This design comes from an exercise in tuning for small area on the open sky130 flow, not from production work.
No run shown here included a check of the RTL's function; only the layout flow was run.

==> flow/design.v (outline; a module is shown in full before it is edited, if it fits) <==
// module convolutional_layer_1: 4707 lines
// module fa_cell: 4 lines
// module ha_cell: 4 lines
module convolutional_layer_1 (
  input signed [7:0] in,
  input clk, en,
  output signed [191:0] out
);
  // ...
==> flow/run.sh <==
#!/bin/bash
# synth_recipe.tcl (not shown) runs the flow's synth.tcl, then flattens the netlist and writes it again
# the make line also repeats each setting of config.mk as NAME=value (left out here)
make -C /OpenROAD-flow-scripts/flow DESIGN_CONFIG=/design/flow/config.mk WORK_HOME=/design/flow/orfs CLKGATE_MAP_FILE= SYNTH_SCRIPT=/design/flow/synth_recipe.tcl finish
==> flow/config.mk <==
export PLATFORM = sky130hd
export DESIGN_NAME = convolutional_layer_1
export DESIGN_NICKNAME = convolutional_layer_1
export VERILOG_FILES = /design/flow/design.v
export SDC_FILE = /design/flow/constraint.sdc
export NUM_CORES = 8
export LEC_CHECK = 0
export CAP_MARGIN = 20
export CORE_MARGIN = 2
export CORE_UTILIZATION = 45
export SLEW_MARGIN = 20
export SYNTH_HIERARCHICAL = 1
export SYNTH_MINIMUM_KEEP_SIZE = 0
==> flow/constraint.sdc <==
create_clock -name core_clock -period 18.0 [get_ports {clk}]
set_input_delay 3.6000 -clock core_clock [delete_from_list [all_inputs] [get_ports {clk}]]
set_output_delay 3.6000 -clock core_clock [all_outputs]
set_load 0.01 [all_outputs]
==> summary.md, run 1 <==
| Metric | Value |
|---|---|
| Inserted tap cell count | `2189` |
| Arrival time worst endpoint | `14060 ps` |
| Crit path max-delay family | `adder cells` |
| Final Max Tran Viols | `0` |
| Final Util | `50.5%` |
| Setup Viol. Count Final | `0` |
| CTS buffer count | `109` |
| Data required time of the critical path | `14400 ps` |
| Buffers on Ports | `111` |
| Area leader, netlist | `fa_1` |
| FF-to-FF Start | `u[96][3]` |
| Gate Count Post-Synth | `3795` |
| CP dominant cell by count | `fa_1` |
| Routed wl met3 | `27900 um` |
| Post-Syn Area | `74500 um^2` |
| Placed cells | `6258` |
| Share of cells above drive strength 1 | `10.1%` |
| Routed wl met2 | `127000 um` |
| DR pass1 iterations | `5` |
| Most frequent cell after synthesis | `fa_1` |
| CTS hold repair buffers | `0` |
| Number of flip-flops under the largest register name | `1064` |
| RePlAce Congestion | `1.06` |
| Vias in the first global route | `39952` |
| Tmin final | `17660 ps` |
| Multi-input logic portion of the cell area | `48.6%` |
| Routing usage on met3 | `10.4%` |
| Synthesis-to-layout area growth | `11.5%` |
| Commonest non-fill, non-tap cell in the layout | `fa_1` |
| Largest cells by area after synthesis | `fa_1 (49%), edfxtp_1 (43%), ha_1 (3.9%), inv_1 (2.4%), buf_4 (0.91%)` |
| Critical path buffers and inverters | `4` |
| Status | `finished clean` |
| Max incr delay on CP | `610 ps` |
| Die width | `411 um` |
| Largest net degree at the start of global routing | `179` |
| Hold_ws | `379 ps` |
| Crit path depth | `33` |
| Most frequent cells in the layout | `fa_1 (1791), edfxtp_1 (1064), inv_1 (478)` |
==> inputs of run 2 (changes only) <==
--- a/flow/config.mk
+++ b/flow/config.mk
@@ -8,6 +8,7 @@
 export CAP_MARGIN = 20
 export CORE_MARGIN = 2
 export CORE_UTILIZATION = 45
+export CTS_BUF_LIST = sky130_fd_sc_hd__clkbuf_8
 export SLEW_MARGIN = 20
 export SYNTH_HIERARCHICAL = 1
 export SYNTH_MINIMUM_KEEP_SIZE = 0
==> run 2 against run 1 <==
  * Still clean on timing, DRC and antenna
  * Core utilization about the same
  * Die area unchanged
  * Global-route usage increased by 0.19 points
  * Clock skew increased by 59 ps
  * Setup slack got worse by 25 ps
  * Fmax decreased by 0.14%
  * Clock-buffer cell count increased by 50
  * Routed wire length increased by 0.51%
  * Non-clock buffer count increased by 10
  * Critical endpoint unchanged
  * Largest cell class unchanged
==> summary.md, run 2 <==
| Metric | Value |
|---|---|
| Status | `finished clean` |
| Max incr delay on CP | `790 ps (+180 ps)` |
| Clock buffer depth | `3` |
| CTS hold repair buffers | `0 (unchanged)` |
| Clock Root Buffer | `clkbuf_8` |
| CTS tree | `done` |
| Gate Count Post-Synth | `3795 (unchanged)` |
| First-pass GRT wire length | `369000 um` |
| Die width | `411 um (unchanged)` |
| Total core area | `165000 um^2` |
| Initial antenna violation count | `23` |
| Synth top area share | `48.6%` |
| Area leader, netlist | `fa_1` |
| Die height | `411 um` |
| Worst Setup End Kind | `primary output` |
| Vias | `36927` |
| Largest cells by area after synthesis | `fa_1 (49%), edfxtp_1 (43%), ha_1 (3.9%), inv_1 (2.4%), buf_4 (0.91%)` |
| Tcrit/Tclk final | `98.3%` |
| CP dominant cell by count | `fa_1` |
| Synth top cells by count | `fa_1 (1806), edfxtp_1 (1064), inv_1 (479), ha_1 (232), buf_4 (90)` |
| Vias in the first global route | `40728 (+1.9%)` |
| R2r endpoint | `u[101][6]` |
| Setup Skew | `104 ps` |
| CP Launch Type | `register` |
| Critical path class | `register to primary output` |
| Buffers on Ports | `111 (unchanged)` |
| Share of cells above drive strength 1 | `11.8% (+1.7 points)` |
| Arrival time worst endpoint | `14090 ps (+30 ps)` |
| FF-to-FF Start | `u[100][6]` |
| Fmax | `56.5 MHz` |
| Reg2Reg Depth | `0` |
| Max-Cap Viols | `0` |
| Design area | `83100 um^2` |
| Least-Margin Pin Slew | `1150 ps` |
| Detail Placement HPWL | `243000 um` |
| RePlAce Congestion | `1.06 (unchanged)` |
| Final Max Tran Viols | `0 (unchanged)` |
| Hold_ws | `344 ps (-34.4 ps)` |
| Largest net degree at the start of global routing | `179 (unchanged)` |
| Tmin final | `17690 ps (+24.7 ps)` |
| Yosys reg bits | `1064` |
| Syn avg cell area | `19.6 um^2` |
| Hold Path Stages | `0` |
| Max FO, Critical Path | `8` |
| Commonest non-fill, non-tap cell in the layout | `fa_1` |
| Worst Hold Class | `register to register` |
| R2r setup slk | `16450 ps` |
| CTS H-tree depth | `4` |
| Starting Density | `45.2%` |
| Synth warn | `8` |
| Most frequent cells in the layout | `fa_1 (1784), edfxtp_1 (1064), inv_1 (523)` |
| Async SR Flop Fraction | `0%` |
| Worst Hold End | `u[21][1]` |
| Clock sink count | `1064` |
| Via-per-instance ratio | `5.57` |
| Largest regs | `u (1064)` |
| I/O pin count | `202` |
| Synthesis-to-layout area growth | `11.6% (about the same)` |
| Clock Pin Slew Worst Setup and Hold Paths | `60 ps` |
| Placed inst area | `79200 um^2` |
| Most frequent cell after synthesis | `fa_1` |
| Post-route ant nets | `0` |
| Most used DFF post-synth | `edfxtp_1` |
| Routed len/inst | `42.6 um` |
| Yosys cell types | `18` |
| Setup Viol. Count Final | `0 (unchanged)` |
| Final Hold Viols | `0` |
| Register area share after synthesis | `42.9%` |
| Slew headroom | `23.0%` |
| DR pass1 iterations | `7 (+2)` |
| Global route overflow | `0` |
| Detailed Route WL | `283000 um` |
| Data required time of the critical path | `14400 ps (about the same)` |
| Number of flops mapped to enable cells by yosys | `1064` |
| Critical hold path startpoint | `u[20][1]` |
| # fillers | `13608` |
| CTS buffer count | `177 (+62%)` |
| Post-Syn Area | `74500 um^2 (unchanged)` |
| Final #Nets | `6338` |
| Cell at the slowest stage of the critical path | `fa_1` |
| DRT iter0 DRCs | `4477` |
| Die area | `169000 um^2` |
| Clk latency of the worst-skew pair | `930 ps` |
| Number of flip-flops under the largest register name | `1064 (unchanged)` |
| Gr usage total | `34.4%` |
| Remaining DRCs | `0` |
| Largest Register | `u` |
| # rows | `149` |
## run 2: how the worst max path moves through the flow
stage                         start  endpoint  slack [ps]  cells after the start
after floorplan            u[68][0]  out[100]        2140                     32
after global placement      u[3][2]   out[96]         580                     32
after detailed placement    u[3][2]   out[98]         500                     32
after CTS                 u[132][0]   out[98]          50                     36
after global routing       u[67][1]  out[103]         -20                     34
final                      u[34][0]   out[98]         310                     32
## run 2: worst max-delay path, delay by kind of cell, from the launching register on
| family | cells | cell delay (ps) |
|---|---|---|
| adders and majority gates | 25 | 11290 |
| buffers and inverters | 4 | 820 |
| DFF | 1 | 460 |
| xor gates and xnor gates | 2 | 390 |
| and+or+nand+nor | 1 | 150 |
## run 2: what timing repair did
action                                  in CTS  in global routing
endpoints found under the setup margin      34                 34
gates cloned                                 0                  0
endpoints found under the hold margin        0                  0
setup buffers                               21                 21
pin swaps                                    7                  4
resized for setup                           15                 17
## run 2: routing by layer
| metal | vias to the layer above | GRT usage, % | share of wire, % |
|---|---|---|---|
| met3 | 601 | 11.1 | 11 |
| met1 | 20960 | 46.4 | 39 |
| met2 | 2113 | 51.0 | 45 |
| li1 | 13243 | - | - |
| met5 | - | 0 | 0.024 |
| met4 | 10 | 16.6 | 5.8 |
## run 2: cell families (layout without fill, tap and decap cells)
family / after synthesis / after routing / synth area share [%]
other: 1 / 96 / 0.00504
adder cells (fa/ha/maj): 2038 / 2038 / 52.5
AND/OR/NAND/NOR: 102 / 102 / 0.949
XOR/XNOR: 16 / 16 / 0.279
buffers and inverters: 574 / 1128 / 3.40
flip-flops: 1064 / 1064 / 42.9
## run 2: Yosys stat by module (local to each module, per instance)
module | area, um^2 | flops+latches
fa_cell | 20.0 | 0
ha_cell | 12.5 | 0
convolutional_layer_1 | 35400 | 1064
## run 2: per-stage QoR
| stage | util (%) | worst slack, ps | setup TNS (ps) | cells |
|---|---|---|---|---|
| floorplan | - | 2140 | 0 | 3884 |
| global placement | 48.1 | 580 | 0 | 6258 |
| detailed placement | 48.1 | 505 | 0 | 6258 |
| CTS | 50.3 | 45.5 | 0 | 6606 |
| global route | 50.5 | -24.7 | -56.3 | 6629 |
| finish | 50.5 | 315 | 0 | 6633 |
## run 2: layout make-up
type	instances	area, um^2	share of cell area, %
multi-input cells	2246	40400	48.6
flip-flops and latches	1064	32000	38.4
repair buffers	322	2760	3.31
well taps	2189	2740	3.30
clock buffers	180	2480	2.98
inverters	479	1800	2.16
clock inverters	147	952	1.15
diodes	6	15.0	0.0181
==> inputs of run 3 (changes only) <==
--- a/flow/config.mk
+++ b/flow/config.mk
@@ -8,7 +8,8 @@
 export CAP_MARGIN = 20
 export CORE_MARGIN = 2
 export CORE_UTILIZATION = 45
-export CTS_BUF_LIST = sky130_fd_sc_hd__clkbuf_8
+export CTS_BUF_LIST = sky130_fd_sc_hd__clkbuf_4
+export CTS_CLUSTER_SIZE = 30
 export SLEW_MARGIN = 20
 export SYNTH_HIERARCHICAL = 1
 export SYNTH_MINIMUM_KEEP_SIZE = 0
==> run 3 against run 2 <==
  * Still clean
  * Highest routed layer unchanged
  * Register-to-register slack is essentially flat
  * Final cell count grew 2.5%
  * Synthesized cell count is the same
  * Clock skew grew 43 ps
  * Critical path type unchanged
  * Clock-buffer cell count grew 241
  * Via count grew 1.9%
  * Die area is the same
  * Setup slack gained 61 ps
  * Sequential share of layout area shrank 0.12 points
  * First-iteration DRC count shrank 2.8%
==> summary.md, run 3 <==
| Metric | Value |
|---|---|
| Fmax | `56.7 MHz (+0.35%)` |
| Most used DFF post-synth | `edfxtp_1` |
| Most frequent cells in the layout | `fa_1 (1745), edfxtp_1 (1064), inv_1 (477)` |
| CTS H-tree depth | `5 (+1)` |
| Yosys reg bits | `1064 (unchanged)` |
| Clock Pin Slew Worst Setup and Hold Paths | `60 ps (about the same)` |
| Initial antenna violation count | `22 (-4.3%)` |
| Placed inst area | `79200 um^2 (unchanged)` |
| Most frequent cell after synthesis | `fa_1` |
| Layout Cells excl Fill | `6800 (+2.5%)` |
| Commonest non-fill, non-tap cell in the layout | `fa_1` |
| Max FO, Critical Path | `5 (-3)` |
| Reg2Reg Depth | `0 (unchanged)` |
| R2r setup slk | `16460 ps (about the same)` |
| Placed cells | `6258 (unchanged)` |
| Yosys cell types | `18 (unchanged)` |
| Gr usage total | `34.5% (+0.12 points)` |
| Clock buffer depth | `4 (+1)` |
| Number of flops mapped to enable cells by yosys | `1064 (unchanged)` |
| Data required time of the critical path | `14400 ps (about the same)` |
| Total core area | `165000 um^2 (unchanged)` |
| CP dominant cell by count | `fa_1` |
| Worst Setup End Kind | `primary output` |
| Async SR Flop Fraction | `0% (unchanged)` |
| Critical path class | `register to primary output` |
| Die area | `169000 um^2 (unchanged)` |
| Final #Nets | `6473 (+2.1%)` |
| Die width | `411 um (unchanged)` |
| Via-per-instance ratio | `5.53 (-0.64%)` |
| Tmin final | `17620 ps (-61.1 ps)` |
| # fillers | `13697 (+0.65%)` |
| Routed len/inst | `41.7 um (-2.2%)` |
| DR pass1 iterations | `6 (-1)` |
| Total negative slack | `0 ps (unchanged)` |
| Final Util | `50.7% (+0.16 points)` |
| Post-Syn Area | `74500 um^2 (unchanged)` |
| Number of flip-flops under the largest register name | `1064 (unchanged)` |
| CTS hold repair buffers | `0 (unchanged)` |
| Remaining DRCs | `0 (unchanged)` |
| Detail Placement HPWL | `243000 um (unchanged)` |
| Post-route ant nets | `0 (unchanged)` |
| Buffers on Ports | `111 (unchanged)` |
| Vias | `37614 (+1.9%)` |
| Register area share after synthesis | `42.9% (unchanged)` |
| Tcrit/Tclk final | `97.9% (-0.34 points)` |
| Synth warn | `8 (unchanged)` |
| # rows | `149 (unchanged)` |
| DRT iter0 DRCs | `4352 (-2.8%)` |
| Largest cells by area after synthesis | `fa_1 (49%), edfxtp_1 (43%), ha_1 (3.9%), inv_1 (2.4%), buf_4 (0.91%)` |
| Largest net degree at the start of global routing | `179 (unchanged)` |
| Synth top area share | `48.6% (unchanged)` |
| Arrival time worst endpoint | `14020 ps (-70 ps)` |
| Area of the multi-input gates | `40600 um^2 (+0.34%)` |
| Max-Cap Viols | `0 (unchanged)` |
| CP Launch Type | `register` |
| Slew headroom | `22.8% (-0.17 points)` |
| Share of cells above drive strength 1 | `17.0% (+5.2 points)` |
| Clk latency of the worst-skew pair | `1210 ps (+280 ps)` |
| FF-to-FF Start | `u[100][6]` |
| Clock sink count | `1064 (unchanged)` |
| Final Max Tran Viols | `0 (unchanged)` |
| CTS buffer count | `299 (+69%)` |
| I/O pin count | `202 (unchanged)` |
| Design area | `83400 um^2 (+0.32%)` |
| Critical hold path startpoint | `u[105][1]` |
| R2r endpoint | `u[101][6]` |
| Largest Register | `u` |
| Gate Count Post-Synth | `3795 (unchanged)` |
| Least-Margin Pin Slew | `1160 ps (+2.51 ps)` |
| CP Launch Point | `u[128][0]` |
| Setup Viol. Count Final | `0 (unchanged)` |
| First-pass GRT wire length | `370000 um (+0.44%)` |
| Global route overflow | `0 (unchanged)` |
| Setup Skew | `147 ps (+42.8 ps)` |
| Vias in the first global route | `41828 (+2.7%)` |
| Worst Hold Class | `register to register` |
| Largest regs | `u (1064)` |
| Cell at the slowest stage of the critical path | `fa_1` |
| Clock Root Buffer | `clkbuf_4` |
| Synthesis-to-layout area growth | `12.0%` |
| Area leader, netlist | `fa_1` |
| Die height | `411 um (unchanged)` |
| Status | `finished clean` |
| Max incr delay on CP | `770 ps (-20 ps)` |
| Syn avg cell area | `19.6 um^2 (unchanged)` |
| Worst Hold End | `u[106][1]` |
| RePlAce Congestion | `1.06 (unchanged)` |
| Register area | `32000 um^2 (unchanged)` |
| Detailed Route WL | `283000 um (+0.29%)` |
| Synth top cells by count | `fa_1 (1806), edfxtp_1 (1064), inv_1 (479), ha_1 (232), buf_4 (90)` |
| CTS tree | `done` |
| Starting Density | `45.2% (unchanged)` |
| Final Hold Viols | `0 (unchanged)` |
| Hold Path Stages | `0 (unchanged)` |
-- run 3: worst max-delay path by stage --
stage	endpoint	slack, ps	cells past startpoint
after floorplan	out[100]	2140	32
after global placement	out[96]	580	32
after detailed placement	out[98]	500	32
after CTS	out[167]	-20	34
after global routing	out[96]	-20	36
final	out[98]	380	35
-- run 3: metrics by stage --
stage          hold slack (ps)  setup slack [ps]
6_report                   339               376
5_1_grt                    362             -16.4
4_1_cts                    354             -21.3
3_5_place_dp               405               505
3_3_place_gp               400               580
2_1_floorplan              400              2140
-- run 3: cell families after synthesis --
family | synth area share (%)
xor gates and xnor gates | 0.279
DFF | 42.9
buffers and inverters | 3.40
adders and majority gates | 52.5
and+or+nand+nor | 0.949
other | 0.00504
-- run 3: per-layer routing --
| metal | wire [um] | track usage [%] | share of wire, % |
|---|---|---|---|
| met4 | 17100 | 18.3 | 6.0 |
| met5 | 138 | 0 | 0.049 |
| met2 | 126000 | 50.5 | 44 |
| met1 | 110000 | 45.9 | 39 |
| met3 | 30600 | 11.9 | 11 |
-- run 3: modules after synthesis, one instance, submodules excluded --
module                 cells  flip-flops and latches  times used  cell area, um^2
fa_cell                    1                       0        1806             20.0
ha_cell                    1                       0         232             12.5
convolutional_layer_1   1757                    1064           1            35400
-- run 3: worst max-delay path: cells and delay by family, from the launching register on --
family	cells	cell delay (ps)
xor gates and xnor gates	2	410
and+or+nand+nor	1	120
DFF	1	430
adders and majority gates	25	10910
buffers and inverters	7	950
-- run 3: final cells by class --
type	count	share of cell area, %
diodes	10	0.0300
clock buffers	421	3.79
clock inverters	56	0.320
inverters	479	2.16
multi-input cells	2246	48.6
flip-flops and latches	1064	38.3
well taps	2189	3.28
repair buffers	335	3.45
-- run 3: what timing repair did --
item,4_1_cts,5_1_grt
endpoints found under the setup margin,43,45
setup buffers,46,9
gates resized for setup,84,34
pin swaps,23,15
==> inputs of run 4 (changes only) <==
--- a/flow/config.mk
+++ b/flow/config.mk
@@ -8,7 +8,8 @@
 export CAP_MARGIN = 20
 export CORE_MARGIN = 2
 export CORE_UTILIZATION = 45
-export CTS_BUF_LIST = sky130_fd_sc_hd__clkbuf_4
+export CTS_BUF_LIST = sky130_fd_sc_hd__clkbuf_16
+export CTS_CLUSTER_DIAMETER = 150
 export CTS_CLUSTER_SIZE = 30
 export SLEW_MARGIN = 20
 export SYNTH_HIERARCHICAL = 1
==> run 4 against run 3 <==
  * Still clean
  * Routed wire length is 1.4% lower
  * Clock skew is 88 ps lower
  * Setup slack worse by 56 ps
==> summary.md, run 4 <==
| Metric | Value |
|---|---|
| Via-per-instance ratio | `5.65 (+2.1%)` |
| Die height | `411 um (unchanged)` |
| Layout Cells excl Fill | `6356 (-6.5%)` |
| Initial antenna violation count | `16 (-27%)` |
| Final Hold Viols | `0 (unchanged)` |
| Yosys cell types | `18 (unchanged)` |
| Clock Root Buffer | `clkbuf_16` |
| I/O pin count | `202 (unchanged)` |
| Synth warn | `8 (unchanged)` |
| Worst Hold Class | `register to register` |
| Max incr delay on CP | `600 ps (-170 ps)` |
| Vias in the first global route | `39455 (-5.7%)` |
| DRT iter0 DRCs | `4532 (+4.1%)` |
| First-pass GRT wire length | `363000 um (-2.0%)` |
| Setup Skew | `59.2 ps (-87.9 ps)` |
| Total core area | `165000 um^2 (unchanged)` |
| Final Max Tran Viols | `0 (unchanged)` |
| Setup Viol. Count Final | `0 (unchanged)` |
| Most used DFF post-synth | `edfxtp_1` |
| Worst Setup End Kind | `primary output` |
| Tcrit/Tclk final | `98.2% (+0.31 points)` |
| Number of flops mapped to enable cells by yosys | `1064 (unchanged)` |
| Global route overflow | `0 (unchanged)` |
| Starting Density | `45.2% (unchanged)` |
| Arrival time worst endpoint | `14080 ps (+60 ps)` |
| Die area | `169000 um^2 (unchanged)` |
| Tmin final | `17680 ps (+55.6 ps)` |
| Synth top area share | `48.6% (unchanged)` |
| Most frequent cells in the layout | `fa_1 (1792), edfxtp_1 (1064), inv_1 (480)` |
| Clock buffer depth | `3 (-1)` |
| Cell at the slowest stage of the critical path | `edfxtp_1` |
| Detail Placement HPWL | `243000 um (unchanged)` |
| Status | `finished clean` |
| Crit path max-delay family | `adder cells` |
| Most frequent cell after synthesis | `fa_1` |
| Post-route ant nets | `0 (unchanged)` |
| DR pass1 iterations | `7 (+1)` |
| Max FO, Critical Path | `9 (+4)` |
| Largest regs | `u (1064)` |
| Critical path class | `register to primary output` |
| Placed cells | `6258 (unchanged)` |
| # rows | `149 (unchanged)` |
| Critical path buffers and inverters | `6 (-1)` |
| Least-Margin Pin Slew | `1170 ps (+11.8 ps)` |
| Setup WS pre-CTS | `505 ps (unchanged)` |
| CP dominant cell by count | `fa_1` |
| Slew headroom | `22.0% (-0.79 points)` |
| Clock Pin Slew Worst Setup and Hold Paths | `110 ps (+50 ps)` |
| Async SR Flop Fraction | `0% (unchanged)` |
| Final #Nets | `6197 (-4.3%)` |
| Synth top cells by count | `fa_1 (1806), edfxtp_1 (1064), inv_1 (479), ha_1 (232), buf_4 (90)` |
| Final Util | `49.2% (-1.4 points)` |
| RePlAce Congestion | `1.06 (unchanged)` |
| Syn avg cell area | `19.6 um^2 (unchanged)` |
| # fillers | `13658 (-0.28%)` |
| Synthesis-to-layout area growth | `8.82%` |
| Vias | `35907 (-4.5%)` |
| Gr usage total | `33.9% (-0.66 points)` |
| Gate Count Post-Synth | `3795 (unchanged)` |
| Final worst setup slack | `320 ps (-55.6 ps)` |
| Number of flip-flops under the largest register name | `1064 (unchanged)` |
| CTS buffer count | `47 (-84%)` |
| Share of cells above drive strength 1 | `7.95% (-9.0 points)` |
| Data required time of the critical path | `14400 ps (about the same)` |
| CTS tree | `done` |
| Largest net degree at the start of global routing | `179 (unchanged)` |
| Fmax | `56.6 MHz (-0.31%)` |
| Yosys reg bits | `1064 (unchanged)` |
| Max-Cap Viols | `0 (unchanged)` |
| Die width | `411 um (unchanged)` |
| Largest cells by area after synthesis | `fa_1 (49%), edfxtp_1 (43%), ha_1 (3.9%), inv_1 (2.4%), buf_4 (0.91%)` |
| CTS H-tree depth | `2 (-3)` |
| Area leader, netlist | `fa_1` |
| Detailed Route WL | `280000 um (-1.4%)` |
| Post-Syn Area | `74500 um^2 (unchanged)` |
| Commonest non-fill, non-tap cell in the layout | `fa_1` |
| Clk latency of the worst-skew pair | `730 ps (-480 ps)` |
| Buffers on Ports | `111 (unchanged)` |
| Clock sink count | `1064 (unchanged)` |
| Remaining DRCs | `0 (unchanged)` |
| Routed len/inst | `44.0 um (+5.5%)` |
| Largest Register | `u` |
| CP Launch Type | `register` |
| Register area share after synthesis | `42.9% (unchanged)` |
run 4: cell counts after synthesis:
No cell type changed its count.
run 4: per-module statistics from Yosys, one instance, submodules excluded:
module                 flops+latches  times used  cells inside  area [um^2]
fa_cell                            0        1806             1         20.0
ha_cell                            0         232             1         12.5
convolutional_layer_1           1064           1          1757        35400
run 4: repair_timing:
item                       4_1_cts  5_1_grt
setup endpoints to repair       21       34
gates resized for setup          4       15
buffers inserted                 7       24
pin swaps                        1        9
hold buffers                     0        0
run 4: per-layer routing:
metal  GRT usage (%)  wire [um]  vias to the layer above  part of all wire, %
met4            16.1      16500                       10                  5.9
met1            46.4     110000                    20477                   39
met2            50.3     125000                     1991                   45
met3            9.79      28400                      589                   10
met5               0         67                        -                0.024
li1                -          -                    12840                    -
run 4: final cells by class:
| type | count | area (um^2) | share of cell area [%] |
|---|---|---|---|
| antenna | 4 | 10.0 | 0.0124 |
| clock buffer | 48 | 1200 | 1.48 |
| clock inverter | 15 | 288 | 0.355 |
| inverter | 479 | 1800 | 2.22 |
| multi-input combinational | 2246 | 40400 | 49.8 |
| sequential | 1064 | 32000 | 39.4 |
| tap | 2189 | 2740 | 3.38 |
| timing repair buffer | 311 | 2660 | 3.28 |
run 4: cell families after synthesis:
| family | count (synthesis) | synth area share [%] |
|---|---|---|
| xor gates and xnor gates | 16 | 0.279 |
| buffers and inverters | 574 | 3.40 |
| adders and majority gates | 2038 | 52.5 |
| and+or+nand+nor | 102 | 0.949 |
| other | 1 | 0.00504 |
| DFF | 1064 | 42.9 |
run 4: path summary, 6_finish.rpt:
path | to | depth (start not counted) | slack [ps] | startpoint
max reg2reg | u[101][6] | 0 | 16460 | u[100][6]
max | out[98] | 34 | 320 | u[34][1]
min | u[70][4] | 0 | 370 | u[69][4]
min reg2reg | u[70][4] | 0 | 370 | u[69][4]
run 4: metrics by stage:
stage,hold slack [ps],TNS [ps],cell area (um^2)
CTS,412,0,80800
finish,374,0,81000
global route,403,-33.8,81000
floorplan,400,0,74800
global placement,400,0,79200
detailed placement,405,0,79200
==> inputs of run 5 (changes only) <==
--- a/flow/config.mk
+++ b/flow/config.mk
@@ -9,8 +9,8 @@
 export CORE_MARGIN = 2
 export CORE_UTILIZATION = 45
 export CTS_BUF_LIST = sky130_fd_sc_hd__clkbuf_16
-export CTS_CLUSTER_DIAMETER = 150
-export CTS_CLUSTER_SIZE = 30
+export CTS_CLUSTER_DIAMETER = 100
+export CTS_CLUSTER_SIZE = 25
 export SLEW_MARGIN = 20
 export SYNTH_HIERARCHICAL = 1
 export SYNTH_MINIMUM_KEEP_SIZE = 0
==> run 5 against run 4 <==
  * Synthesized cell count stayed put
  * Fmax hardly changed
  * Core utilization increased by 0.17 points
  * Non-clock buffer count rose by 3
  * Critical endpoint unchanged
  * Highest routed layer unchanged
==> summary.md, run 5 <==
| Metric | Value |
|---|---|
| Status | `finished clean` |
| CTS tree | `done` |
| Synthesis-to-layout area growth | `9.20%` |
| Critical path class | `register to primary output` |
| Fmax | `56.6 MHz (about the same)` |
| Worst Hold Class | `register to register` |
| CP dominant cell by count | `fa_1` |
| Most frequent cell after synthesis | `fa_1` |
| Routed len/inst | `43.8 um (-0.48%)` |
| First-pass GRT wire length | `363000 um (about the same)` |
| Final Max Tran Viols | `0 (unchanged)` |
| CTS hold repair buffers | `0 (unchanged)` |
| Die height | `411 um (unchanged)` |
| Hold Path Stages | `0 (unchanged)` |
| Arrival time worst endpoint | `14080 ps (about the same)` |
| Synth warn | `8 (unchanged)` |
| Gr usage total | `33.9% (about the same)` |
| Largest regs | `u (1064)` |
| Register area share after synthesis | `42.9% (unchanged)` |
| Tmin final | `17680 ps (+0.885 ps)` |
| Synth top area share | `48.6% (unchanged)` |
| Gate Count Post-Synth | `3795 (unchanged)` |
| Post-Syn Area | `74500 um^2 (unchanged)` |
| FF-to-FF Start | `u[96][3]` |
| Setup Viol. Count Final | `0 (unchanged)` |
| Max incr delay on CP | `650 ps (+50 ps)` |
| Async SR Flop Fraction | `0% (unchanged)` |
| DRT iter0 DRCs | `4519 (-0.29%)` |
| Total core area | `165000 um^2 (unchanged)` |
| Buffers on Ports | `111 (unchanged)` |
| Max-Cap Viols | `0 (unchanged)` |
| Most used DFF post-synth | `edfxtp_1` |
| CP Launch Type | `register` |
| DR pass1 iterations | `5 (-2)` |
| Commonest non-fill, non-tap cell in the layout | `fa_1` |
| # fillers | `13649 (-0.066%)` |
| RePlAce Congestion | `1.06 (unchanged)` |
| Clock sink count | `1064 (unchanged)` |
| Most frequent cells in the layout | `fa_1 (1790), edfxtp_1 (1064), inv_1 (479)` |
| Data required time of the critical path | `14400 ps (about the same)` |
| Clock Root Buffer | `clkbuf_16` |
| Die area | `169000 um^2 (unchanged)` |
| Max FO, Critical Path | `8 (-1)` |
| Global route overflow | `0 (unchanged)` |
| Vias | `35859 (-0.13%)` |
| Starting Density | `45.2% (unchanged)` |
| Slew headroom | `26.2% (+4.2 points)` |
| Layout Cells excl Fill | `6378 (+0.35%)` |
| Final Util | `49.4% (+0.17 points)` |
| Vias in the first global route | `39504 (+0.12%)` |
| Clock Pin Slew Worst Setup and Hold Paths | `90 ps (-20 ps)` |
| Yosys cell types | `18 (unchanged)` |
| Yosys reg bits | `1064 (unchanged)` |
| Share of cells above drive strength 1 | `8.37% (+0.42 points)` |
| Via-per-instance ratio | `5.62 (-0.48%)` |
| Largest net degree at the start of global routing | `179 (unchanged)` |
| I/O pin count | `202 (unchanged)` |
| Worst Setup End Kind | `primary output` |
| Reg2Reg Depth | `1 (+1)` |
| Cell at the slowest stage of the critical path | `ha_1` |
| Worst Hold End | `u[119][6]` |
| Clock buffer depth | `3 (unchanged)` |
| Die width | `411 um (unchanged)` |
| Initial antenna violation count | `15 (-1)` |
| Largest Register | `u` |
| Final Hold Viols | `0 (unchanged)` |
| CTS buffer count | `59 (+26%)` |
| Placed cells | `6258 (unchanged)` |
| Least-Margin Pin Slew | `1110 ps (-62.5 ps)` |
| R2r endpoint | `u[97][3]` |
| R2r setup slk | `16560 ps (+100 ps)` |
| Remaining DRCs | `0 (unchanged)` |
| CTS H-tree depth | `2 (unchanged)` |
| Detailed Route WL | `279000 um (-0.14%)` |
| Synth top cells by count | `fa_1 (1806), edfxtp_1 (1064), inv_1 (479), ha_1 (232), buf_4 (90)` |
| Final #Nets | `6212 (+0.24%)` |
| Number of flip-flops under the largest register name | `1064 (unchanged)` |
| # rows | `149 (unchanged)` |
| Post-route ant nets | `0 (unchanged)` |
| Critical hold path startpoint | `u[118][6]` |
| Tcrit/Tclk final | `98.2% (about the same)` |
| Detail Placement HPWL | `243000 um (unchanged)` |
| Largest cells by area after synthesis | `fa_1 (49%), edfxtp_1 (43%), ha_1 (3.9%), inv_1 (2.4%), buf_4 (0.91%)` |
| Syn avg cell area | `19.6 um^2 (unchanged)` |
| Area leader, netlist | `fa_1` |
| Clk latency of the worst-skew pair | `730 ps (about the same)` |
| Number of flops mapped to enable cells by yosys | `1064 (unchanged)` |
| Setup Skew | `42.9 ps (-16.3 ps)` |
==> run 5: cell count changes in the layout (fill, tap and decap cells not counted), sizes merged <==
cell / before / now
inv: 485 / 488
diode: 4 / 8
buf: 201 / 204
bufinv: 0 / 1
clkbuf: 48 / 59
==> run 5: cell families (layout without fill, tap and decap cells) <==
| family | Yosys count | after routing | synth area share (%) |
|---|---|---|---|
| other | 1 | 98 | 0.00504 |
| adders and majority gates | 2038 | 2038 | 52.5 |
| and+or+nand+nor | 102 | 102 | 0.949 |
| buffers and inverters | 574 | 871 | 3.40 |
| DFF | 1064 | 1064 | 42.9 |
| xor gates and xnor gates | 16 | 16 | 0.279 |
==> run 5: how the worst max path moves through the flow <==
stage | start | to | slack [ps]
global route | u[67][1] | out[103] | -6
finish | u[33][0] | out[98] | 320
CTS | u[35][0] | out[98] | -1
detailed placement | u[3][2] | out[98] | 500
global placement | u[3][2] | out[96] | 580
floorplan | u[68][0] | out[100] | 2140
==> run 5: worst max-delay path, delay by kind of cell, from the launching register on <==
kind / cells / cell delay, ps
buf+inv: 7 / 1050
xor+xnor: 2 / 390
simple gates: 1 / 150
flops: 1 / 370
fa+ha+maj: 25 / 11410
==> run 5: metal layers <==
| layer | track usage, % | wire length [um] | part of all wire [%] |
|---|---|---|---|
| met2 | 50.5 | 125000 | 45 |
| met1 | 45.9 | 110000 | 39 |
| met4 | 15.9 | 16300 | 5.8 |
| met3 | 10.4 | 28200 | 10 |
| met5 | 0 | 23 | 0.0082 |
==> run 5: stage by stage <==
step	worst slack, ps	area, um^2	hold slack (ps)	TNS, ps
finish	319	81300	406	0
global route	-6.09	81300	413	-15.1
CTS	-1.06	81000	406	-1.06
detailed placement	505	79200	405	0
global placement	580	79200	400	0
floorplan	2140	74800	400	0
==> run 5: final cells by class <==
cell class                 count  area [um^2]  share of cell area [%]
multi-input combinational   2246        40400                    49.7
sequential                  1064        32000                    39.3
tap                         2189         2740                    3.37
timing repair buffer         314         2680                    3.30
inverter                     479         1800                    2.21
clock buffer                  59         1480                    1.82
clock inverter                19          253                   0.311
antenna                        8         20.0                  0.0246
==> run 5: what timing repair did <==
| action | CTS | global route |
|---|---|---|
| pin swaps | 1 | 9 |
| gates cloned | 0 | 0 |
| resized for setup | 5 | 17 |
| setup endpoints to repair | 34 | 34 |
| buffers inserted | 10 | 23 |
| hold endpoints to repair | 0 | 0 |
==> run 5: per-module statistics from Yosys (local to each module, per instance) <==
module,times used,area [um^2],flip-flops and latches,cells inside
convolutional_layer_1,1,35400,1064,1757
ha_cell,232,12.5,0,1
fa_cell,1806,20.0,0,1
==> inputs of run 6 (changes only) <==
--- a/flow/config.mk
+++ b/flow/config.mk
@@ -10,7 +10,7 @@
 export CORE_UTILIZATION = 45
 export CTS_BUF_LIST = sky130_fd_sc_hd__clkbuf_16
 export CTS_CLUSTER_DIAMETER = 100
-export CTS_CLUSTER_SIZE = 25
+export CTS_CLUSTER_SIZE = 20
 export SLEW_MARGIN = 20
 export SYNTH_HIERARCHICAL = 1
 export SYNTH_MINIMUM_KEEP_SIZE = 0
==> run 6 against run 5 <==
  * Synthesized cell count unchanged
  * Largest cell class unchanged
  * Register-to-register slack worse by 30 ps
  * Critical endpoint is now out[102]
  * Final cell count up 0.14%
  * Critical path type unchanged
==> summary.md, run 6 <==
| Metric | Value |
|---|---|
| Async SR Flop Fraction | `0% (unchanged)` |
| Arrival time worst endpoint | `14030 ps (-50 ps)` |
| GR Util met1 | `45.9% (about the same)` |
| Post-Syn Area | `74500 um^2 (unchanged)` |
| First-pass GRT wire length | `364000 um (+0.20%)` |
| Largest net degree at the start of global routing | `179 (unchanged)` |
| CP Launch Type | `register` |
| Busiest layer in global routing | `met2` |
| Synth top area share | `48.6% (unchanged)` |
| Starting Density | `45.2% (unchanged)` |
| Routing usage on met3 | `10.8% (+0.34 points)` |
| Cell at the slowest stage of the critical path | `fa_2` |
| Syn avg cell area | `19.6 um^2 (unchanged)` |
| Synth Area in Simple Gates | `0.949% (unchanged)` |
| Number of flops mapped to enable cells by yosys | `1064 (unchanged)` |
| CTS tree | `done` |
| Most frequent cell after synthesis | `fa_1` |
| Clock Pin Slew Worst Setup and Hold Paths | `90 ps (about the same)` |
| Synth top cells by count | `fa_1 (1806), edfxtp_1 (1064), inv_1 (479), ha_1 (232), buf_4 (90)` |
| Synth Area in Compound Gates | `0% (unchanged)` |
| Clock Root Buffer | `clkbuf_16` |
| Gr usage total | `34.0% (+0.15 points)` |
| Main combinational cell family by area after synthesis | `adder cells` |
| Clock buffer depth | `3 (unchanged)` |
| Multiplexer share of the synthesized area | `0% (unchanged)` |
| CP dominant cell by count | `fa_1` |
| Die area | `169000 um^2 (unchanged)` |
| Synthesis-to-layout area growth | `9.68%` |
| Largest regs | `u (1064)` |
| Final #Nets | `6223 (+0.18%)` |
| Synth warn | `8 (unchanged)` |
| Initial antenna violation count | `18 (+3)` |
| Final Max Tran Viols | `0 (unchanged)` |
| Remaining DRCs | `0 (unchanged)` |
| I/O pin count | `202 (unchanged)` |
| Least-Margin Pin Slew | `1130 ps (+19.7 ps)` |
| Data required time of the critical path | `14400 ps (about the same)` |
| Status | `finished clean` |
| Gate Count Post-Synth | `3795 (unchanged)` |
| Die width | `411 um (unchanged)` |
| Setup Skew | `57.4 ps (+14.5 ps)` |
| Global route overflow | `0 (unchanged)` |
| Adder-Cell Fraction of Synth Area | `52.5% (unchanged)` |
| Die height | `411 um (unchanged)` |
| Commonest non-fill, non-tap cell in the layout | `fa_1` |
| Met2 Usage GRT | `50.3% (-0.21 points)` |
| Vias in the first global route | `39691 (+0.47%)` |
| Worst Hold Class | `register to register` |
| Tmin final | `17630 ps (-49.4 ps)` |
| Yosys cell types | `18 (unchanged)` |
| Routed len/inst | `43.8 um (about the same)` |
| Detailed Route WL | `280000 um (+0.15%)` |
| Final Util | `49.6% (+0.22 points)` |
| Final Hold Viols | `0 (unchanged)` |
| CTS buffer count | `72 (+22%)` |
| Most used DFF post-synth | `edfxtp_1` |
| Xor and xnor area share after synthesis | `0.279% (unchanged)` |
| Max FO, Critical Path | `8 (unchanged)` |
| Critical path class | `register to primary output` |
| Max-Cap Viols | `0 (unchanged)` |
| Worst Setup End Kind | `primary output` |
| Largest Register | `u` |
| Post-route ant nets | `0 (unchanged)` |
| # rows | `149 (unchanged)` |
| Buffers on Ports | `111 (unchanged)` |
| Total core area | `165000 um^2 (unchanged)` |
| Fmax | `56.7 MHz (+0.28%)` |
| DR pass1 iterations | `5 (unchanged)` |
| R2r setup slk | `16530 ps (-30 ps)` |
| Largest cells by area after synthesis | `fa_1 (49%), edfxtp_1 (43%), ha_1 (3.9%), inv_1 (2.4%), buf_4 (0.91%)` |
| Share of cells above drive strength 1 | `8.68% (+0.31 points)` |
| Max incr delay on CP | `600 ps (-50 ps)` |
| Yosys reg bits | `1064 (unchanged)` |
| RePlAce Congestion | `1.06 (unchanged)` |
| Number of flip-flops under the largest register name | `1064 (unchanged)` |
| Tcrit/Tclk final | `98.0% (-0.27 points)` |
| Vias | `35837 (-0.061%)` |
| Via-per-instance ratio | `5.61 (-0.20%)` |
| Setup Viol. Count Final | `0 (unchanged)` |
| CTS H-tree depth | `3 (+1)` |
| Area leader, netlist | `fa_1` |
| Clk latency of the worst-skew pair | `720 ps (about the same)` |
| Register area share after synthesis | `42.9% (unchanged)` |
| Most frequent cells in the layout | `fa_1 (1789), edfxtp_1 (1064), inv_1 (480)` |
| Detail Placement HPWL | `243000 um (unchanged)` |
| Slew headroom | `24.9% (-1.3 points)` |
| DRT iter0 DRCs | `4359 (-3.5%)` |
| Clock sink count | `1064 (unchanged)` |
-- run 6: final timing paths --
check                           cells past startpoint  startpoint       end
worst min register to register                      0    u[25][6]  u[26][6]
worst max-delay path                               33    u[67][1]  out[102]
worst max register to register                      0    u[96][7]  u[97][7]
worst min-delay path                                0    u[25][6]  u[26][6]
-- run 6: critical path: cells and delay by family (launching register included) --
family                   cells  cell delay, ps
flip-flops                   1             400
XOR/XNOR                     2             390
buffers and inverters        4             830
AND/OR/NAND/NOR              1             160
adder cells (fa/ha/maj)     26           11510
-- run 6: per-module statistics from Yosys (local to each module, per instance) --
module	copies in the design	cells inside
convolutional_layer_1	1	1757
fa_cell	1806	1
ha_cell	232	1
-- run 6: area by class of cell --
class                      instances  area [um^2]
sequential                      1064        32000
antenna                            6         15.0
inverter                         479         1800
clock buffer                      72         1800
timing repair buffer             312         2670
fill                           13618        83000
clock inverter                    19          302
tap                             2189         2740
multi-input combinational       2246        40400
-- run 6: logic make-up (layout without fill, tap and decap cells) --
kind of cell / Yosys count / in the layout
flip-flops: 1064 / 1064
AND/OR/NAND/NOR: 102 / 102
buffers and inverters: 574 / 882
XOR/XNOR: 16 / 16
adder cells (fa/ha/maj): 2038 / 2038
other: 1 / 96
-- run 6: metrics by stage --
stage                     setup TNS, ps  area, um^2  hold slack [ps]  cells  setup WS [ps]
after floorplan                       0       74800              400   3884           2140
final                                 0       81700              392   6387            369
after detailed placement              0       79200              405   6258            505
after CTS                             0       81400              386   6359           1.30
after global routing              -86.3       81600              394   6381          -22.7
after global placement                0       79200              400   6258            580
-- run 6: timing repair --
action,in CTS,in global routing
hold buffers,0,0
resized for setup,5,18
pin swaps,2,9
endpoints found under the setup margin,34,34
setup buffers,10,21
-- run 6: layer usage --
metal  vias to the layer above  wire [um]
li1                      12892          -
met1                     20430     110000
met2                      1906     125000
met3                       595      28200
met4                        14      16900
met5                         -         91
==> inputs of run 7 (changes only) <==
--- a/flow/config.mk
+++ b/flow/config.mk
@@ -7,10 +7,10 @@
 export LEC_CHECK = 0
 export CAP_MARGIN = 20
 export CORE_MARGIN = 2
-export CORE_UTILIZATION = 45
+export CORE_UTILIZATION = 65
 export CTS_BUF_LIST = sky130_fd_sc_hd__clkbuf_16
 export CTS_CLUSTER_DIAMETER = 100
-export CTS_CLUSTER_SIZE = 20
+export CTS_CLUSTER_SIZE = 25
 export SLEW_MARGIN = 20
 export SYNTH_HIERARCHICAL = 1
 export SYNTH_MINIMUM_KEEP_SIZE = 0
==> run 7 against run 6 <==
  * The layout now fails its checks (setup timing)
  * Clock-buffer cell count shrank 16
  * Critical path depth rose by 2
  * Sequential cell count is the same
  * Routed wire length is 2.9% lower
  * Via count grew 7.7%
  * Synthesized area stayed put
  * Final area shrank 1.6%
==> summary.md, run 7 <==
| Metric | Value |
|---|---|
| Worst Hold Class | `register to register` |
| Detailed Route WL | `271000 um (-2.9%)` |
| CP dominant cell by count | `fa_1` |
| Max incr delay on CP | `630 ps (+30 ps)` |
| Via-per-instance ratio | `6.82 (+21%)` |
| Most used DFF post-synth | `edfxtp_1` |
| Synth warn | `8 (unchanged)` |
| Layout Cells excl Fill | `5662 (-11%)` |
| CTS H-tree depth | `2 (-1)` |
| CP Launch Type | `register` |
| R2r endpoint | `u[68][4]` |
| CTS tree | `done` |
| Placed inst area | `78100 um^2 (-1.4%)` |
| Async SR Flop Fraction | `0% (unchanged)` |
| Clock sink count | `1064 (unchanged)` |
| Most frequent cell after synthesis | `fa_1` |
| Setup Skew | `46.8 ps (-10.6 ps)` |
| FF-to-FF Start | `u[67][4]` |
| Register area share after synthesis | `42.9% (unchanged)` |
| CTS buffer count | `56 (-22%)` |
| Gr usage total | `48.2% (+14 points)` |
| Share of cells above drive strength 1 | `7.98% (-0.70 points)` |
| Gate Count Post-Synth | `3795 (unchanged)` |
| Area of the multi-input gates | `40500 um^2 (+0.19%)` |
| Setup WS pre-CTS | `339 ps (-166 ps)` |
| Final Max Tran Viols | `0 (unchanged)` |
| Final #Nets | `6170 (-0.85%)` |
| Die width | `342 um (-17%)` |
| Tmin final | `18030 ps (+398 ps)` |
| Clk latency of the worst-skew pair | `740 ps (+20 ps)` |
| Post-route ant nets | `0 (unchanged)` |
| Largest Register | `u` |
| R2r setup slk | `16420 ps (-110 ps)` |
| Register area | `32000 um^2 (unchanged)` |
| # fillers | `6812 (-50%)` |
| I/O pin count | `202 (unchanged)` |
| Detail Placement HPWL | `223000 um (-7.9%)` |
| Buffers on Ports | `111 (unchanged)` |
| Final Hold Viols | `0 (unchanged)` |
| Global route overflow | `0 (unchanged)` |
| Largest regs | `u (1064)` |
| Syn avg cell area | `19.6 um^2 (unchanged)` |
| Yosys reg bits | `1064 (unchanged)` |
| Least-Margin Pin Slew | `1240 ps (+118 ps)` |
| Cell at the slowest stage of the critical path | `edfxtp_1` |
| CTS hold repair buffers | `0 (unchanged)` |
| Routed len/inst | `47.9 um (+9.5%)` |
| Synth top area share | `48.6% (unchanged)` |
| Fmax | `55.5 MHz (-2.2%)` |
| Worst Setup End Kind | `primary output` |
| Setup Viol. Count Final | `2 (+2)` |
| Worst Hold End | `u[73][6]` |
| Die area | `117000 um^2 (-30%)` |
| Arrival time worst endpoint | `14430 ps (+400 ps)` |
| Total core area | `114000 um^2 (-31%)` |
| Largest net degree at the start of global routing | `218 (+22%)` |
| Clock Root Buffer | `clkbuf_16` |
| Hold Path Stages | `0 (unchanged)` |
| Critical hold path startpoint | `u[72][6]` |
| Starting Density | `65.3% (+20 points)` |
| Number of flip-flops under the largest register name | `1064 (unchanged)` |
| Post-Syn Area | `74500 um^2 (unchanged)` |
| RePlAce Congestion | `1.19 (+12%)` |
| Status | `finished with violations` |
| # rows | `124 (-17%)` |
| Number of flops mapped to enable cells by yosys | `1064 (unchanged)` |
| Initial antenna violation count | `21 (+3)` |
| Synthesis-to-layout area growth | `7.90%` |
| First-pass GRT wire length | `358000 um (-1.6%)` |
| Slew headroom | `17.0% (-7.9 points)` |
| Vias in the first global route | `42660 (+7.5%)` |
| DR pass1 iterations | `7 (+2)` |
| Placed cells | `5544 (-11%)` |
| Critical path class | `register to primary output` |
| Design area | `80300 um^2 (-1.6%)` |
| Yosys cell types | `18 (unchanged)` |
| Clock Pin Slew Worst Setup and Hold Paths | `120 ps (+30 ps)` |
| Most frequent cells in the layout | `fa_1 (1775), edfxtp_1 (1064), inv_1 (477)` |
| Synth top cells by count | `fa_1 (1806), edfxtp_1 (1064), inv_1 (479), ha_1 (232), buf_4 (90)` |
| Vias | `38595 (+7.7%)` |
| Data required time of the critical path | `14400 ps (about the same)` |
| Remaining DRCs | `0 (unchanged)` |
| Largest cells by area after synthesis | `fa_1 (49%), edfxtp_1 (43%), ha_1 (3.9%), inv_1 (2.4%), buf_4 (0.91%)` |
| Commonest non-fill, non-tap cell in the layout | `fa_1` |
| Max-Cap Viols | `0 (unchanged)` |
| Tcrit/Tclk final | `100% (+2.2 points)` |
| Max FO, Critical Path | `8 (unchanged)` |
| Die height | `342 um (-17%)` |
| Reg2Reg Depth | `0 (unchanged)` |
| Area leader, netlist | `fa_1` |
| Clock buffer depth | `3 (unchanged)` |
| DRT iter0 DRCs | `5832 (+34%)` |
| Final worst setup slack | `-28.7 ps (-398 ps)` |
| SO Faults | `setup timing` |
run 7: worst max path at each step:
stage,slack [ps],from,endpoint
2_1_floorplan,2140,u[68][0],out[100]
3_3_place_gp,550,u[132][0],out[96]
3_5_place_dp,340,u[132][0],out[96]
4_1_cts,4,u[35][0],out[100]
5_1_grt,-160,u[67][1],out[101]
6_report,-30,u[35][0],out[97]
run 7: cells by family (layout without fill, tap and decap cells):
group,count (synthesis),in the layout,synth area share (%)
XOR/XNOR,16,16,0.279
adder cells (fa/ha/maj),2038,2038,52.5
buffers and inverters,574,826,3.40
flip-flops,1064,1064,42.9
other,1,104,0.00504
AND/OR/NAND/NOR,102,102,0.949
run 7: final cells by class:
| class | count | share of cell area (%) |
|---|---|---|
| Timing Repair Buffer | 275 | 3.11 |
| Antenna cell | 14 | 0.0436 |
| Multi-Input combinational cell | 2246 | 50.4 |
| Sequential cell | 1064 | 39.8 |
| Clock buffer | 56 | 1.74 |
| Tap cell | 1512 | 2.35 |
| Inverter | 479 | 2.24 |
| Clock inverter | 16 | 0.375 |
run 7: layer usage:
layer / global-route usage [%] / part of all wire [%] / vias to the layer above
met1: 58.3 / 31 / 20811
met2: 68.0 / 44 / 3799
met3: 24.5 / 16 / 1184
li1: - / - / 12773
met5: 3.27 / 0.23 / -
met4: 31.9 / 8.6 / 28
run 7: modules after synthesis (local to each module, per instance):
module                 cells inside  cell area [um^2]  copies in the design  flip-flops and latches
convolutional_layer_1          1757             35400                     1                    1064
fa_cell                           1              20.0                  1806                       0
ha_cell                           1              12.5                   232                       0
run 7: timing repair:
| item | in CTS | in global routing |
|---|---|---|
| setup endpoints to repair | 33 | 33 |
| endpoints found under the hold margin | 0 | 0 |
| buffers inserted | 11 | 19 |
| gates resized for setup | 15 | 41 |
| pin swaps | 1 | 11 |
run 7: through the flow:
step	hold WS (ps)	TNS [ps]	utilization, %
after global routing	415	-937	70.4
after floorplan	400	0	-
after detailed placement	405	0	68.5
after CTS	415	0	70.2
final	398	-56.8	70.5
after global placement	400	0	68.5
run 7: worst max-delay path, delay by kind of cell (launching register included):
family | cells | cell delay [ps]
DFF | 1 | 630
buffers and inverters | 6 | 1050
adders and majority gates | 26 | 11440
and+or+nand+nor | 1 | 140
xor gates and xnor gates | 2 | 420
==> inputs of run 8 (changes only) <==
==> flow/flow/run.sh (new file) <==
#!/bin/bash
# Standard layout, with the tools' output kept in this folder.
set -e
bash standard.sh > standard.log 2>&1
==> flow/standard.sh (new file) <==
#!/bin/bash
# synth_recipe.tcl (not shown) runs the flow's synth.tcl, then flattens the netlist and writes it again
# the make line also repeats each setting of config.mk as NAME=value (left out here)
make -C /OpenROAD-flow-scripts/flow DESIGN_CONFIG=/design/flow/config.mk WORK_HOME=/design/flow/orfs CLKGATE_MAP_FILE= SYNTH_SCRIPT=/design/flow/synth_recipe.tcl "${@:-finish}"
--- a/flow/config.mk
+++ b/flow/config.mk
@@ -7,7 +7,7 @@
 export LEC_CHECK = 0
 export CAP_MARGIN = 20
 export CORE_MARGIN = 2
-export CORE_UTILIZATION = 65
+export CORE_UTILIZATION = 45
 export CTS_BUF_LIST = sky130_fd_sc_hd__clkbuf_16
 export CTS_CLUSTER_DIAMETER = 100
 export CTS_CLUSTER_SIZE = 25
removed: flow/run.sh
==> run 8 against run 7 <==
  * The run now finishes clean
  * Final cell count is 13% higher
  * Synthesized area stayed put
  * Clock skew is 3.9 ps lower
  * Synthesized cell count stayed put
  * Core utilization is 21 points lower
  * Global-route usage is 14 points lower
  * Fmax is 2.0% higher
  * Critical path depth stayed put
  * Clock-buffer cell count is 3 higher
==> summary.md, run 8 <==
| Metric | Value |
|---|---|
| Die area | `169000 um^2 (+44%)` |
| Max-Cap Viols | `0 (unchanged)` |
| Final Hold Viols | `0 (unchanged)` |
| Routed wl met3 | `28200 um (-36%)` |
| Clock Root Buffer | `clkbuf_16` |
| Arrival time worst endpoint | `14080 ps (-350 ps)` |
| Detailed Route WL | `279000 um (+2.8%)` |
| Main combinational cell family by area after synthesis | `adder cells` |
| DRT iter0 DRCs | `4519 (-23%)` |
| Tmin final | `17680 ps (-348 ps)` |
| Clock sink count | `1064 (unchanged)` |
| Remaining DRCs | `0 (unchanged)` |
| Largest cells by area after synthesis | `fa_1 (49%), edfxtp_1 (43%), ha_1 (3.9%), inv_1 (2.4%), buf_4 (0.91%)` |
| Die width | `411 um (+20%)` |
| Least-Margin Pin Slew | `1110 ps (-138 ps)` |
| Final Max Tran Viols | `0 (unchanged)` |
| Largest regs | `u (1064)` |
| Gate Count Post-Synth | `3795 (unchanged)` |
| Final Util | `49.4% (-21 points)` |
| Register area share after synthesis | `42.9% (unchanged)` |
| Data required time of the critical path | `14400 ps (about the same)` |
| Commonest non-fill, non-tap cell in the layout | `fa_1` |
| Area leader, netlist | `fa_1` |
| Cell at the slowest stage of the critical path | `ha_1` |
| Synthesis-to-layout area growth | `9.20%` |
| Xor and xnor area share after synthesis | `0.279% (unchanged)` |
| CP Launch Type | `register` |
| CTS tree | `done` |
| Async SR Flop Fraction | `0% (unchanged)` |
| Critical path buffers and inverters | `7 (+1)` |
| Most frequent cells in the layout | `fa_1 (1790), edfxtp_1 (1064), inv_1 (479)` |
| Detail Placement HPWL | `243000 um (+8.6%)` |
| First-pass GRT wire length | `363000 um (+1.5%)` |
| Worst Hold Class | `register to register` |
| Syn avg cell area | `19.6 um^2 (unchanged)` |
| Routed len/inst | `43.8 um (-8.7%)` |
| Worst setup endpoint | `out[98]` |
| Clock Pin Slew Worst Setup and Hold Paths | `90 ps (-30 ps)` |
| Final worst setup slack | `319 ps (+348 ps)` |
| Crit path max-delay family | `adder cells` |
| Max incr delay on CP | `650 ps (+20 ps)` |
| Largest net degree at the start of global routing | `179 (-18%)` |
| Final #Nets | `6212 (+0.68%)` |
| Multiplexer share of the synthesized area | `0% (unchanged)` |
| Synth top cells by count | `fa_1 (1806), edfxtp_1 (1064), inv_1 (479), ha_1 (232), buf_4 (90)` |
| DR pass1 iterations | `5 (-2)` |
| Die height | `411 um (+20%)` |
| CTS buffer count | `59 (+5.4%)` |
| Clk latency of the worst-skew pair | `730 ps (about the same)` |
| CTS hold repair buffers | `0 (unchanged)` |
| Setup Viol. Count Final | `0 (-2)` |
| CP Launch Point | `u[33][0]` |
| Largest Register | `u` |
| Reg2Reg Depth | `1 (+1)` |
| Critical path class | `register to primary output` |
| Vias | `35859 (-7.1%)` |
| Tcrit/Tclk final | `98.2% (-1.9 points)` |
| Synth Area in Simple Gates | `0.949% (unchanged)` |
| Setup WS pre-CTS | `505 ps (+166 ps)` |
| Status | `finished clean` |
| Synth top area share | `48.6% (unchanged)` |
| FF-to-FF Start | `u[96][3]` |
| Routed wl met2 | `125000 um (+5.8%)` |
| # fillers | `13649 (+100%)` |
| Post-route ant nets | `0 (unchanged)` |
| Synth warn | `8 (unchanged)` |
| Most frequent cell after synthesis | `fa_1` |
| Setup Skew | `42.9 ps (-3.87 ps)` |
| Yosys reg bits | `1064 (unchanged)` |
| Starting Density | `45.2% (-20 points)` |
| Total negative slack | `0 ps (+56.8 ps)` |
| Post-Route M1 WL | `110000 um (+28%)` |
| Number of flops mapped to enable cells by yosys | `1064 (unchanged)` |
| Synth Area in Compound Gates | `0% (unchanged)` |
| Vias in the first global route | `39504 (-7.4%)` |
| Post-Syn Area | `74500 um^2 (unchanged)` |
| Via-per-instance ratio | `5.62 (-18%)` |
| I/O pin count | `202 (unchanged)` |
| Most used DFF post-synth | `edfxtp_1` |
| Worst Setup End Kind | `primary output` |
| # rows | `149 (+20%)` |
| Clock buffer depth | `3 (unchanged)` |
| Critical hold path startpoint | `u[118][6]` |
| Max layer used | `met5` |
| Total core area | `165000 um^2 (+44%)` |
| Slew headroom | `26.2% (+9.2 points)` |
| Initial antenna violation count | `15 (-29%)` |
| CP dominant cell by count | `fa_1` |
| Gr usage total | `33.9% (-14 points)` |
| Max FO, Critical Path | `8 (unchanged)` |
| Yosys cell types | `18 (unchanged)` |
| CTS H-tree depth | `2 (unchanged)` |
| RePlAce Congestion | `1.06 (-11%)` |
| R2r endpoint | `u[97][3]` |
| Global route overflow | `0 (unchanged)` |
| Adder-Cell Fraction of Synth Area | `52.5% (unchanged)` |
| Share of cells above drive strength 1 | `8.37% (+0.39 points)` |
| R2r setup slk | `16560 ps (+140 ps)` |
| Crit path depth | `35 (unchanged)` |
| Number of flip-flops under the largest register name | `1064 (unchanged)` |
| Buffers on Ports | `111 (unchanged)` |
| Fmax | `56.6 MHz (+2.0%)` |
## run 8: cell counts after synthesis
Identical to the previous run, type by type.
## run 8: per-module statistics from Yosys (local to each module, per instance)
module / cells / cell area [um^2] / times used / flip-flops and latches
fa_cell: 1 / 20.0 / 1806 / 0
convolutional_layer_1: 1757 / 35400 / 1 / 1064
ha_cell: 1 / 12.5 / 232 / 0
## run 8: cells by family after synthesis
| group | count (synthesis) |
|---|---|
| buffers and inverters | 574 |
| adder cells (fa/ha/maj) | 2038 |
| AND/OR/NAND/NOR | 102 |
| flip-flops | 1064 |
| other | 1 |
| XOR/XNOR | 16 |
## run 8: cell type report
| type | instances | area (um^2) | share of cell area, % |
|---|---|---|---|
| Clock inverter | 19 | 253 | 0.311 |
| Sequential cell | 1064 | 32000 | 39.3 |
| Antenna cell | 8 | 20.0 | 0.0246 |
| Inverter | 479 | 1800 | 2.21 |
| Clock buffer | 59 | 1480 | 1.82 |
| Tap cell | 2189 | 2740 | 3.37 |
| Timing Repair Buffer | 314 | 2680 | 3.30 |
| Multi-Input combinational cell | 2246 | 40400 | 49.7 |
## run 8: metal layers
metal,vias up,global-route usage [%]
met5,-,0
li1,12887,-
met3,566,10.4
met4,4,15.9
met1,20446,45.9
met2,1956,50.5
## run 8: repair_timing
item	4_1_cts	5_1_grt
pin swaps	1	9
gates resized for setup	5	17
endpoints found under the setup margin	34	34
setup buffers	10	23
## run 8: metrics by stage
step | area, um^2 | std cells | hold WS [ps]
after floorplan | 74800 | 3884 | 400
after global placement | 79200 | 6258 | 400
after detailed placement | 79200 | 6258 | 405
after CTS | 81000 | 6346 | 406
after global routing | 81300 | 6370 | 413
final | 81300 | 6378 | 406
## run 8: how the worst min path moves through the flow
stage	to	slack, ps	cells past startpoint
floorplan	u[102][0]	400	0
global route	u[117][7]	410	0
finish	u[119][6]	410	0
detailed placement	u[104][1]	400	0
global placement	u[104][0]	400	0
CTS	u[117][7]	410	0

re-timing with driven ports:
How much do the figures lean on ideal ports? The routed layouts below were timed once more, with nothing changed but the port constraints. Step 1 (the two cells are an assumption about what drives the block):
set clk [get_ports {clk}]
set_driving_cell -lib_cell sky130_fd_sc_hd__clkbuf_16 $clk
set_driving_cell -lib_cell sky130_fd_sc_hd__buf_2 [delete_from_list [all_inputs] $clk]
Step 2 adds t to the input delays and takes it off the output delays; t is the mean of the earliest and latest rising clock arrival at the registers after step 1. Input paths then give back, and output paths get back, about the clock's delay inside the block. a / b / c = no drivers / after step 1 / after step 2; a / b = the first two.
run	shift t [ns]	setup slack, ns	clock arrival spread, ns	worst register clock-pin slew, ns	worst slew at a driven data input, ns
run 1	0.812	0.340 / 0.258 / 1.071	0.060 / 0.059	0.08 / 0.08	0.06
run 2	0.960	0.315 / 0.235 / 1.195	0.116 / 0.117	0.07 / 0.07	0.06
run 3	1.220	0.376 / 0.299 / 1.519	0.152 / 0.152	0.08 / 0.08	0.06
run 4	0.778	0.320 / 0.234 / 1.013	0.072 / 0.073	0.13 / 0.13	0.06
run 5	0.789	0.319 / 0.233 / 1.022	0.052 / 0.053	0.11 / 0.11	0.06
run 6	0.772	0.369 / 0.290 / 1.062	0.065 / 0.065	0.09 / 0.09	0.06
run 7	0.791	-0.029 / -0.112 / 0.680	0.061 / 0.061	0.12 / 0.12	0.06
run 8	0.789	0.319 / 0.233 / 1.022	0.052 / 0.053	0.11 / 0.11	0.06
